This design comes from an exercise in tuning for small area on the open sky130 flow, not from production work. The flow treats the clock pin as an ideal source. Dropping or thinning the clock tree relies on that and would not hold on a real chip.

==> v3: inputs <==
==> flow/design.v (excerpt) <==
module Zad_8_1(
       input logic [15:0] input0,
       output logic [23:0] output0,
       input logic clk,
       input logic rst,
       input logic start,
       output logic ready
    );
==> module Zad_8_1, before the edit <==
module Zad_8_1(
       input logic [15:0] input0,
       output logic [23:0] output0,
       input logic clk,
       input logic rst,
       input logic start,
       output logic ready
    );
logic [35:0] w;      
logic [17:0] dr;     
logic [2:0] ph;      
logic busy;          
logic init;          
logic sg;            
logic sh;            
logic c;             
logic p0, p3, p5, rph, sub, shin, hi, ge3, cin;
logic [5:0] din, op, sum;
logic [6:0] k;
assign p0  = ~ph[2] & ~ph[0];
assign p3  = ph[2] & ph[0];
assign p5  = ph[2] & ~ph[1];
assign rph = ph[2];                      
assign hi  = (dr[15:2] == 14'd0);        
assign ge3 = ~hi | (dr[1] & dr[0]);      
assign sub  = ~sg;                       
assign shin = p0 ? ~sg : sh;             
assign din = init ? {3'b000, p3 & ge3, 1'b0, p0} : {w[4:0], shin};
assign op  = rph ? (dr[5:0] ^ {6{sub}}) : 6'd0;
assign cin = rph & (p3 ? sub : c);
assign k[0] = cin;
genvar i;
generate for (i = 0; i < 6; i++) begin : g_add
    assign sum[i] = din[i] ^ op[i] ^ k[i];
    assign k[i+1] = (din[i] & op[i]) | (din[i] & k[i]) | (op[i] & k[i]);
end endgenerate
assign ready = busy & ~init & p0 & w[17];
always_ff @(posedge clk) begin
    w  <= {sum, w[35:6]};
    dr <= start ? {2'b00, input0} : {dr[5:0], dr[17:6]};
    sh <= w[5];
    c  <= k[6];
    if (start)   ph <= 3'b000;
    else         ph <= {ph[1:0], ~ph[2]};
    if (start)   init <= 1'b1;
    else if (p5) init <= 1'b0;
    if (start)   sg <= 1'b0;
    else if (p5) sg <= sum[5];
    if (rst)        busy <= 1'b0;
    else if (start) busy <= 1'b1;
    else if (ready) busy <= 1'b0;
end
assign output0 = {{4{hi & ~dr[1] & ~dr[0]}}, hi & ~dr[1], hi & ~dr[0], w[16:0], ~sg};
endmodule
export LEC_CHECK = 0
export CAP_MARGIN = 20
export CORE_MARGIN = 2
export CORE_UTILIZATION = 40
export SLEW_MARGIN = 20
create_clock -name core_clock -period 7.0 [get_ports {clk}]
standard.sh (not shown) runs the stock make flow with config.mk's settings and CLKGATE_MAP_FILE= SYNTH_SCRIPT=/design/flow/synth_recipe.tcl, a recipe that flattens the netlist after the stock synthesis.
==> flow/flow/run.sh <==
#!/bin/bash
# The standard layout (standard.sh), with buf_1 cells as the port buffers and
# a one-level clock distribution (flow/clkn.tcl) in place of TritonCTS.
export OWN_FLOW_DIR=$(pwd)/flow
export BUFFER_PORTS_ARGS="-buffer_cell sky130_fd_sc_hd__buf_1"
export PRE_CTS_TCL=$OWN_FLOW_DIR/cts_pre.tcl
export CLK_NBUF=2
export CLK_BUF=sky130_fd_sc_hd__clkbuf_16
export RECOVER_POWER=100
bash standard.sh > standard.log 2>&1
==> flow/flow/clkn.tcl <==
# Clock distribution without CTS: the clock port drives CLK_NBUF buffers of type
# CLK_BUF directly, each driving one cluster of registers (k-means on the register
# locations), placed at its cluster's centroid.
set nbuf $::env(CLK_NBUF)
set bcell $::env(CLK_BUF)
set block [ord::get_db_block]
set dbu [$block getDbUnitsPerMicron]
set pts {}
foreach it [[$block findNet clk] getITerms] {
  set b [[$it getInst] getBBox]
  lappend pts [list [expr {([$b xMin] + [$b xMax]) / 2.0 / $dbu}] [expr {([$b yMin] + [$b yMax]) / 2.0 / $dbu}] [$it getInst]]
}
set pts [lsort -real -index 0 $pts]
set n [llength $pts]
# initial centres: spread along x
set cen {}
for {set k 0} {$k < $nbuf} {incr k} {
  set p [lindex $pts [expr {int(($k + 0.5) * $n / $nbuf)}]]
  lappend cen [list [lindex $p 0] [lindex $p 1]]
}
for {set iter 0} {$iter < 50} {incr iter} {
  set asg {}
  foreach p $pts {
    set best 0; set bd 1e18
    for {set k 0} {$k < $nbuf} {incr k} {
      set c [lindex $cen $k]
      set dd [expr {abs([lindex $p 0] - [lindex $c 0]) + abs([lindex $p 1] - [lindex $c 1])}]
      if {$dd < $bd} { set bd $dd; set best $k }
    }
    lappend asg $best
  }
  set new {}
  for {set k 0} {$k < $nbuf} {incr k} {
    set sx 0; set sy 0; set m 0
    foreach p $pts a $asg { if {$a == $k} { set sx [expr {$sx + [lindex $p 0]}]; set sy [expr {$sy + [lindex $p 1]}]; incr m } }
    if {$m > 0} { lappend new [list [expr {$sx / $m}] [expr {$sy / $m}]] } else { lappend new [lindex $cen $k] }
  }
  set cen $new
}
for {set k 0} {$k < $nbuf} {incr k} {
  set pins {}
  foreach p $pts a $asg { if {$a == $k} { lappend pins [get_pins -of_objects [get_cells [[lindex $p 2] getName]] -filter "direction == input && is_clock"] } }
  set c [lindex $cen $k]
  puts "clock buffer $k: [llength $pins] registers at $c"
  insert_buffer -buffer_cell $bcell -net clk -load_pins $pins -location $c -buffer_name clkbuf_$k -net_name clknet_$k
}
==> flow/flow/cts_pre.tcl <==
# Sourced by ORFS's cts.tcl before clock_tree_synthesis (PRE_CTS_TCL): build the
# clock distribution with clkn.tcl and turn the following clock_tree_synthesis
# call into a no-op.
source $::env(OWN_FLOW_DIR)/clkn.tcl
rename clock_tree_synthesis {}
proc clock_tree_synthesis {args} { puts "clock_tree_synthesis skipped: clock buffers placed by clkn.tcl" }
==> v8 (differences from v3) <==
==> flow/design.v (replaced) <==
`timescale 1ns / 1ps
module Zad_8_1(
       input logic [15:0] input0,
       output logic [23:0] output0,
       input logic clk,
       input logic rst,
       input logic start,
       output logic ready
    );
logic [15:0] dn;    
logic [15:0] r;     
logic [19:0] q;     
logic [4:0] cnt;    
logic first, clr, qb;
logic [16:0] t, op, sum;
logic [17:0] c;
assign first = (cnt == 5'd0);
assign clr = (cnt >= 5'd20);             
assign t = {r, first};                   
assign op = {1'b1, dn};
assign c[0] = 1'b1;
genvar i;
generate for (i = 0; i < 17; i++) begin : g_sub
    assign sum[i] = t[i] ^ op[i] ^ c[i];
    assign c[i+1] = (t[i] & op[i]) | (t[i] & c[i]) | (op[i] & c[i]);
end endgenerate
assign qb = c[17];    
always_ff @(posedge clk) begin
    if (start) dn <= ~input0;
    if (clr)     r <= 16'd0;
    else if (qb) r <= sum[15:0];
    else         r <= t[15:0];
    q <= {q[18:0], qb};
    if (rst)                cnt <= 5'd21;
    else if (start)         cnt <= 5'd0;
    else if (cnt != 5'd21)  cnt <= cnt + 5'd1;
end
assign ready = (cnt == 5'd20);
assign output0 = {{4{dn == 16'hFFFF}}, q};
endmodule
==> flow/flow/run.sh (replaced) <==
#!/bin/bash
export BUFFER_PORTS_ARGS="-buffer_cell sky130_fd_sc_hd__buf_1"
export CTS_ARGS="-sink_clustering_enable -repair_clock_nets -dont_use_dummy_load -buf_list sky130_fd_sc_hd__clkbuf_4"
bash standard.sh > standard.log 2>&1
removed: flow/flow/clkn.tcl
removed: flow/flow/cts_pre.tcl
==> v6 (differences from v3) <==
==> flow/design.v (replaced) <==
`timescale 1ns / 1ps
module Zad_8_1(
       input logic [15:0] input0,
       output logic [23:0] output0,
       input logic clk,
       input logic rst,
       input logic start,
       output logic ready
    );
logic [15:0] d;     
logic [15:0] rn;    
logic [17:0] q;     
logic [4:0] cnt;    
logic done, clr, qb, hi;
logic [15:0] r0n;           
logic [16:0] tn, dx, sn;    
logic [17:0] k;             
assign done = (cnt == 5'b00011);         
assign clr = done | (cnt == 5'b00000);   
assign tn = {rn, 1'b1};
assign dx = {1'b0, d};
assign k[0] = 1'b0;
genvar i;
generate for (i = 0; i < 17; i++) begin : g_sub
    assign sn[i] = tn[i] ^ dx[i] ^ k[i];
    assign k[i+1] = (tn[i] & dx[i]) | (tn[i] & k[i]) | (dx[i] & k[i]);
end endgenerate
assign qb = ~k[17];    
always_ff @(posedge clk) begin
    if (start) d <= input0;
    if (clr)     rn <= r0n;
    else if (qb) rn <= sn[15:0];
    else         rn <= tn[15:0];
    q <= {q[16:0], qb};
    if (rst)                cnt <= 5'b00000;
    else if (start)         cnt <= 5'b00001;
    else if (done)          cnt <= 5'b00000;
    else                    cnt <= {cnt[3:0], cnt[4] ^ cnt[2]};
end
assign r0n = {14'h3FFF, (input0[15:2] == 14'd0) & (input0[1] ^ input0[0]), 1'b1};
assign hi = (d[15:2] == 14'd0);          
assign ready = done;
assign output0 = {{4{hi & ~d[1] & ~d[0]}}, hi & ~d[1], hi & ~d[0], q};
endmodule
--- a/flow/flow/run.sh
+++ b/flow/flow/run.sh
@@ -7,4 +7,3 @@
 export CLK_NBUF=2
 export CLK_BUF=sky130_fd_sc_hd__clkbuf_16
-export RECOVER_POWER=100
 bash standard.sh > standard.log 2>&1
==> v19 (differences from v3) <==
==> flow/flow/run.sh (replaced) <==
#!/bin/bash
# The standard layout (standard.sh) with these changes:
# - buf_1 cells as the port buffers;
# - synthesis's upsized logic cells set back to drive 1 after floorplan (downsize.tcl);
# - a one-level clock distribution (clkn.tcl) in place of TritonCTS;
# - power recovery (downsizing off the critical paths) after global routing.
# make's output goes to standard.log; each ORFS step keeps its own log under orfs/logs.
export OWN_FLOW_DIR=$(pwd)/flow
export BUFFER_PORTS_ARGS="-buffer_cell sky130_fd_sc_hd__buf_1"
export POST_FLOORPLAN_TCL=$OWN_FLOW_DIR/downsize.tcl
export PRE_CTS_TCL=$OWN_FLOW_DIR/cts_pre.tcl
export CLK_NBUF=2
export CLK_BUF=sky130_fd_sc_hd__clkbuf_16
export RECOVER_POWER=100
bash standard.sh > standard.log 2>&1
==> flow/flow/downsize.tcl (new file) <==
# Sourced after floorplan (POST_FLOORPLAN_TCL): give every logic cell that
# synthesis upsized the drive-1 version of its cell (the same function and
# pins); later timing repair upsizes again where a path needs it.
set n 0
foreach inst [[ord::get_db_block] getInsts] {
  set m [[$inst getMaster] getName]
  if {![regexp {^(sky130_fd_sc_hd__[a-z0-9]+)_([0-9]+)$} $m -> base drive]} { continue }
  if {$drive <= 1} { continue }
  if {[string match *clkbuf* $base] || [string match *tap* $base]} { continue }
  set small [get_lib_cells -quiet ${base}_1]
  if {$small eq ""} { continue }
  replace_cell [get_cells [$inst getName]] $small
  incr n
}
puts "downsize.tcl: $n cells set to drive 1"
==> results_dict.tcl <==
set metrics [dict create \
    status "complete, no violations" \
    skew_ns 0.0146 \
    routed_via_density 4.52 \
    p_seq_share_pct 51.6 \
    met2_usage_pct 20.9 \
    finish.instance_area_um2 2570 \
    grt_pass1_wl_mm 6.22 \
    clk_pin_slew_ns 0.08 \
    nWellTaps 70 \
    crit_slowest_cell "fa_1" \
    top_regs "q x20, dn x16, r x16" \
    reg2regPathDepth 27 \
    slowest_delay_ns 0.38 \
]
That was v8.
==> results_dict.tcl <==
set metrics [dict create \
    cp-startpoint "d[1]" \
    grt_pass1_wl_mm 5.60 \
    top_regs "q x18, d x16, rn x16" \
    status "complete, no violations" \
    slowest_delay_ns 0.42 \
    reg2regPathDepth 20 \
    nWellTaps 67 \
    met2_usage_pct 21.5 \
    clk_pin_slew_ns 0.11 \
    routed_via_density 4.63 \
    finish.instance_area_um2 2320 \
    yosys-top-cells-area "dfxtp_1 38%, edfxtp_1 24%, fa_1 15%" \
    crit_fanout 7 \
    synthMuxAreaShare_pct 0 \
    p_seq_share_pct 63.6 \
    grt_use_total_pct 12.6 \
]
That was v6.
==> results_dict.tcl <==
set metrics [dict create \
    clk_pin_slew_ns 0.11 \
    top_regs "w x36, dr x18, ph x3" \
    skew_ns 0.00303 \
    nWellTaps 70 \
    status "complete, no violations" \
    routed_via_density 4.18 \
    reg2regPathDepth 12 \
    finish.instance_area_um2 2170 \
    met2_usage_pct 17.4 \
    p_seq_share_pct 69.5 \
    crit_slowest_cell "dfxtp_1" \
]
That was v3.
==> results_dict.tcl <==
set metrics [dict create \
    status "complete, no violations" \
    nWellTaps 70 \
    reg2regPathDepth 12 \
    slew_viol_final 0 \
    p_seq_share_pct 69.5 \
    grt_pass1_wl_mm 4.67 \
    met2_usage_pct 16.1 \
    routed_via_density 4.26 \
    crit_slowest_cell "dfxtp_1" \
    crit_path_end "sg" \
    finish.instance_area_um2 2160 \
    skew_ns 0.00753 \
    slowest_delay_ns 0.54 \
    top_regs "w x36, dr x18, ph x3" \
]
That was v19.
Function was not checked in any run of this note: the RTL went through the layout flow alone. In v3, v6 and v19 the design's own scripts or RTL, not TritonCTS, make the clock network.

==> static timing again, ports no longer ideal <==
No port has a modelled driver above. Below, the same layouts with a new extraction and two added sets of constraints. Step 1, drivers: a clkbuf_16 drives clk and a buf_2 each remaining input, both assumed. Step 2 times the ports against the registers' clock, not the clock port: input delays grow and output delays shrink by t, the midpoint of the rising clock arrivals with the driver on. Three values: ideal, step 1, step 2; two values: the first two.
run	t (ns)	setup WS [ns]	worst setup path after step 2	clock arrival spread, ns	cell pins on the clock port's net
v3	0.210	3.787 / 3.787 / 3.787	register to register	0.003 / 0.003	2
v8	0.395	0.290 / 0.290 / 0.290	register to register	0.014 / 0.014	1
v6	0.202	0.281 / 0.281 / 0.281	register to register	0.018 / 0.019	2
v19	0.212	3.789 / 3.789 / 3.789	register to register	0.009 / 0.008	2
After both steps setup and hold are still met in every run listed.
